Background: an optimization exercise with open tools, aiming at small area. Do not read the settings as production practice. Where RTL was checked, it was by simulation tests only, not by an equivalence proof against the original.

Design lbmem, start of the top module:
module lbmem(input CLK, input RESET, input [7:0] wdata, input wen, output [7:0] rdata, output valid);
Size: roughly 520 flip-flops, roughly 20 I/O pins, ~21,000 sq um of cells after synthesis.
==> module lbmem, before the edit <==
module lbmem(input CLK, input RESET, input [7:0] wdata, input wen, output [7:0] rdata, output valid);
  reg [7:0] data [0:63];
  reg state;
  reg [2:0] cnt;
  reg [5:0] waddr;
  wire [5:0] raddr;
  always @(posedge CLK or posedge RESET) begin
    if (RESET) begin
        state <= 1'b0;
        cnt <= 5'h0;
        waddr <= 6'h0;
    end else begin
      if (state==1'b0) begin
        cnt <= cnt + {3'h0,wen};
        state <= (cnt==3'h7 & wen);  
      end
      else begin
        cnt <= wen ? cnt : cnt-1'b1;
        state <= (cnt!=3'h1 | wen);
      end
      if (wen) begin
        data[waddr] <= wdata;
        waddr <= waddr+1'b1;
      end
    end
  end
  assign valid = (state & (cnt!=3'h1 | wen)) | (cnt == 3'h7 & wen); 
  assign raddr = waddr - {2'h0, (wen ? cnt : cnt-1'b1)};
  assign rdata = data[raddr];
endmodule
Settings: LEC_CHECK=0, CAP_MARGIN=20, CORE_MARGIN=2, CORE_UTILIZATION=40, SETUP_SLACK_MARGIN=0.2, SLEW_MARGIN=20; clock period 8.0 ns.
run.sh (not shown) runs the stock make flow with config.mk's settings and CLKGATE_MAP_FILE= SYNTH_SCRIPT=/design/flow/synth_recipe.tcl, a recipe that flattens the netlist after the stock synthesis.
Next try:
==> flow/design.v (replaced) <==
module lbmem(input CLK, input RESET, input [7:0] wdata, input wen, output [7:0] rdata, output valid);
  reg [7:0] sr [0:63];
  reg state;
  reg [2:0] cnt;
  integer i;
  wire we = wen & ~RESET;
  always @(posedge CLK) begin
    if (we) begin
      sr[0] <= wdata;
      for (i = 1; i < 64; i = i + 1)
        sr[i] <= sr[i-1];
    end
  end
  always @(posedge CLK or posedge RESET) begin
    if (RESET) begin
      state <= 1'b0;
      cnt <= 3'h0;
    end else begin
      if (state == 1'b0) begin
        cnt <= cnt + {2'h0, wen};
        state <= (cnt == 3'h7 & wen);
      end else begin
        cnt <= wen ? cnt : cnt - 1'b1;
        state <= (cnt != 3'h1 | wen);
      end
    end
  end
  assign valid = (state & (cnt != 3'h1 | wen)) | (cnt == 3'h7 & wen);
  wire [2:0] sel = wen ? cnt - 3'd1 : cnt - 3'd2;
  reg [7:0] rd;
  always @(*) begin
    case (sel)
      3'd0: rd = sr[0];
      3'd1: rd = sr[1];
      3'd2: rd = sr[2];
      3'd3: rd = sr[3];
      3'd4: rd = sr[4];
      3'd5: rd = sr[5];
      3'd6: rd = sr[6];
      default: rd = sr[63];
    endcase
  end
  assign rdata = rd;
endmodule
What happened: The new run completed with no timing, DRC or antenna violations. Area after synthesis shrinks by about 21%. Global-route usage shrinks by 20 points. Via count is lower by 59%. Core utilization came out lower by 1.7 points. Non-clock buffer count went down by 140. Cell area falls by about 25%. Worst hold slack is worse by 140 ps.
Function was not checked in any run of this note: the RTL went through the layout flow alone.

---

## the previous run
lbmem, a different RTL version from the one above (not shown whole).
Size: about 520 flip-flops, about 20 I/O pins, ~14,000 um^2 of cells after synthesis.
==> module lbmem, before the edit <==
module lbmem(input CLK, input RESET, input [7:0] wdata, input wen, output [7:0] rdata, output valid);
  reg [7:0] sr [0:63];
  reg pol;
  reg state;
  reg [2:0] cnt;
  integer i;
  wire we = wen & ~RESET;
  always @(posedge CLK) begin
    sr[0] <= we ? ~(wdata ^ {8{pol}}) : ~sr[0];
    for (i = 1; i < 64; i = i + 1)
      sr[i] <= we ? ~sr[i-1] : ~sr[i];
  end
  always @(posedge CLK or posedge RESET) begin
    if (RESET) begin
      pol <= 1'b0;
      state <= 1'b0;
      cnt <= 3'h0;
    end else begin
      pol <= ~pol;
      if (state == 1'b0) begin
        cnt <= cnt + {2'h0, wen};
        state <= (cnt == 3'h7 & wen);
      end else begin
        cnt <= wen ? cnt : cnt - 1'b1;
        state <= (cnt != 3'h1 | wen);
      end
    end
  end
  assign valid = (state & (cnt != 3'h1 | wen)) | (cnt == 3'h7 & wen);
  wire [7:0] c1;   
  genvar j;
  generate
    for (j = 0; j < 8; j = j + 1) begin : dec
      assign c1[j] = (cnt == j);
    end
  endgenerate
  wire [7:0] hit;
  generate
    for (j = 0; j < 8; j = j + 1) begin : sel
      assign hit[j] = wen ? c1[(j + 1) % 8] : c1[(j + 2) % 8];
    end
  endgenerate
  wire [7:0] w [0:7];
  generate
    for (j = 0; j < 7; j = j + 1) begin : src
      assign w[j] = sr[j];
    end
  endgenerate
  assign w[7] = sr[63];
  reg [7:0] rd;
  integer k;
  always @(*) begin
    rd = 8'h00;
    for (k = 0; k < 8; k = k + 1)
      rd = rd | (w[k] & {8{hit[k]}});
  end
  assign rdata = rd ^ {8{pol}};
endmodule
Settings: LEC_CHECK=0, ABC_AREA=1, CAP_MARGIN=20, CORE_MARGIN=2, CORE_UTILIZATION=70, SETUP_SLACK_MARGIN=0.2, SLEW_MARGIN=20; clock period 8.0 ns.
standard.sh (not shown) runs the stock make flow with config.mk's settings and CLKGATE_MAP_FILE= SYNTH_SCRIPT=/design/flow/synth_recipe.tcl, a recipe that flattens the netlist after the stock synthesis.
==> flow/flow/run.sh <==
#!/bin/bash
# Standard ORFS layout with three changes:
#  - synthesis maps the logic with an area-oriented ABC script and without
#    Yosys's adder extraction (registers are unchanged: same synthesis script,
#    only the combinational mapping differs);
#  - the clock tree is built without dummy loads, from one buffer size;
#  - the port buffers are the smallest buffer.
# Full tool output goes to flow.log; ORFS's per-step logs stay under orfs/logs/.
set -euo pipefail
W=$PWD
rm -rf "$W/myscripts"
cp -r "$FLOW_HOME/scripts" "$W/myscripts"
printf 'strash\ndch\namap\ntopo\n' > "$W/myscripts/abc_area.script"
CTS="-sink_clustering_enable -repair_clock_nets -dont_use_dummy_load -buf_list sky130_fd_sc_hd__clkbuf_4 -sink_clustering_size 12 -sink_clustering_max_diameter 50"
bash standard.sh "SCRIPTS_DIR=$W/myscripts" "ADDER_MAP_FILE=" "ABC_AREA=1" "CTS_ARGS=$CTS" \
  "BUFFER_PORTS_ARGS=-buffer_cell sky130_fd_sc_hd__buf_1" finish > "$W/flow.log" 2>&1
> inputs changed (the previous run -> the current run)
==> flow/design.v <==
module lbmem(input CLK, input RESET, input [7:0] wdata, input wen, output [7:0] rdata, output valid);
  reg [7:0] sr [0:63];
  reg state;
  reg [2:0] cnt;
  integer i;
  wire we = wen & ~RESET;
  always @(posedge CLK) begin
    if (we) begin
      sr[0] <= wdata;
      for (i = 1; i < 64; i = i + 1)
        sr[i] <= sr[i-1];
    end
  end
  always @(posedge CLK or posedge RESET) begin
    if (RESET) begin
      state <= 1'b0;
      cnt <= 3'h0;
    end else begin
      if (state == 1'b0) begin
        cnt <= cnt + {2'h0, wen};
        state <= (cnt == 3'h7 & wen);
      end else begin
        cnt <= wen ? cnt : cnt - 1'b1;
        state <= (cnt != 3'h1 | wen);
      end
    end
  end
  assign valid = (state & (cnt != 3'h1 | wen)) | (cnt == 3'h7 & wen);
  wire [7:0] c1;   
  genvar j;
  generate
    for (j = 0; j < 8; j = j + 1) begin : dec
      assign c1[j] = (cnt == j);
    end
  endgenerate
  wire [7:0] hit;
  generate
    for (j = 0; j < 8; j = j + 1) begin : sel
      assign hit[j] = wen ? c1[(j + 1) % 8] : c1[(j + 2) % 8];
    end
  endgenerate
  wire [7:0] w [0:7];
  generate
    for (j = 0; j < 7; j = j + 1) begin : src
      assign w[j] = sr[j];
    end
  endgenerate
  assign w[7] = sr[63];
  reg [7:0] rd;
  integer k;
  always @(*) begin
    rd = 8'h00;
    for (k = 0; k < 8; k = k + 1)
      rd = rd | (w[k] & {8{hit[k]}});
  end
  assign rdata = rd;
endmodule
## What came out
- The current run vs the previous run — routed length on met1 dropped by more than 10%
- Compared with the previous run, the current run has extra setup slack.
- NOTE cell area the previous run->the current run increased by more than 10%
- Compared with the previous run, the current run shows a higher sequential share of layout area.

## afterwards: timing with drivers on the ports
In the flow no input, the clock included, has a driving cell. The finished layouts below were timed again as built, in two steps. Step 1 sets driving cells, clkbuf_16 on the clock port and buf_2 on the other inputs (assumed; they add their load-dependent delay and slew). Step 2 also shifts input and output timing later by t, the mid clock arrival at the registers, as if the neighbouring blocks saw the same clock. a / b / c = ideal / step 1 / step 2; a / b = the first two.
| run | t, ns | slack for setup (ns) | cell pins on the clock port's net |
|---|---|---|---|
| the first run of note 1 | 0.664 | 0.129 / 0.106 / 0.106 | 1 |
| the second run of note 1 | 0.585 | 1.526 / 1.505 / 1.505 | 1 |
| the previous run | 0.694 | 2.145 / 2.123 / 2.123 | 1 |
| the current run | 0.675 | 2.250 / 2.223 / 2.223 | 1 |
After both steps setup and hold are still met in every run listed. For the current run, which loses most, drivers alone change the setup slack by -0.027 ns; drivers and shift together by -0.027 ns.
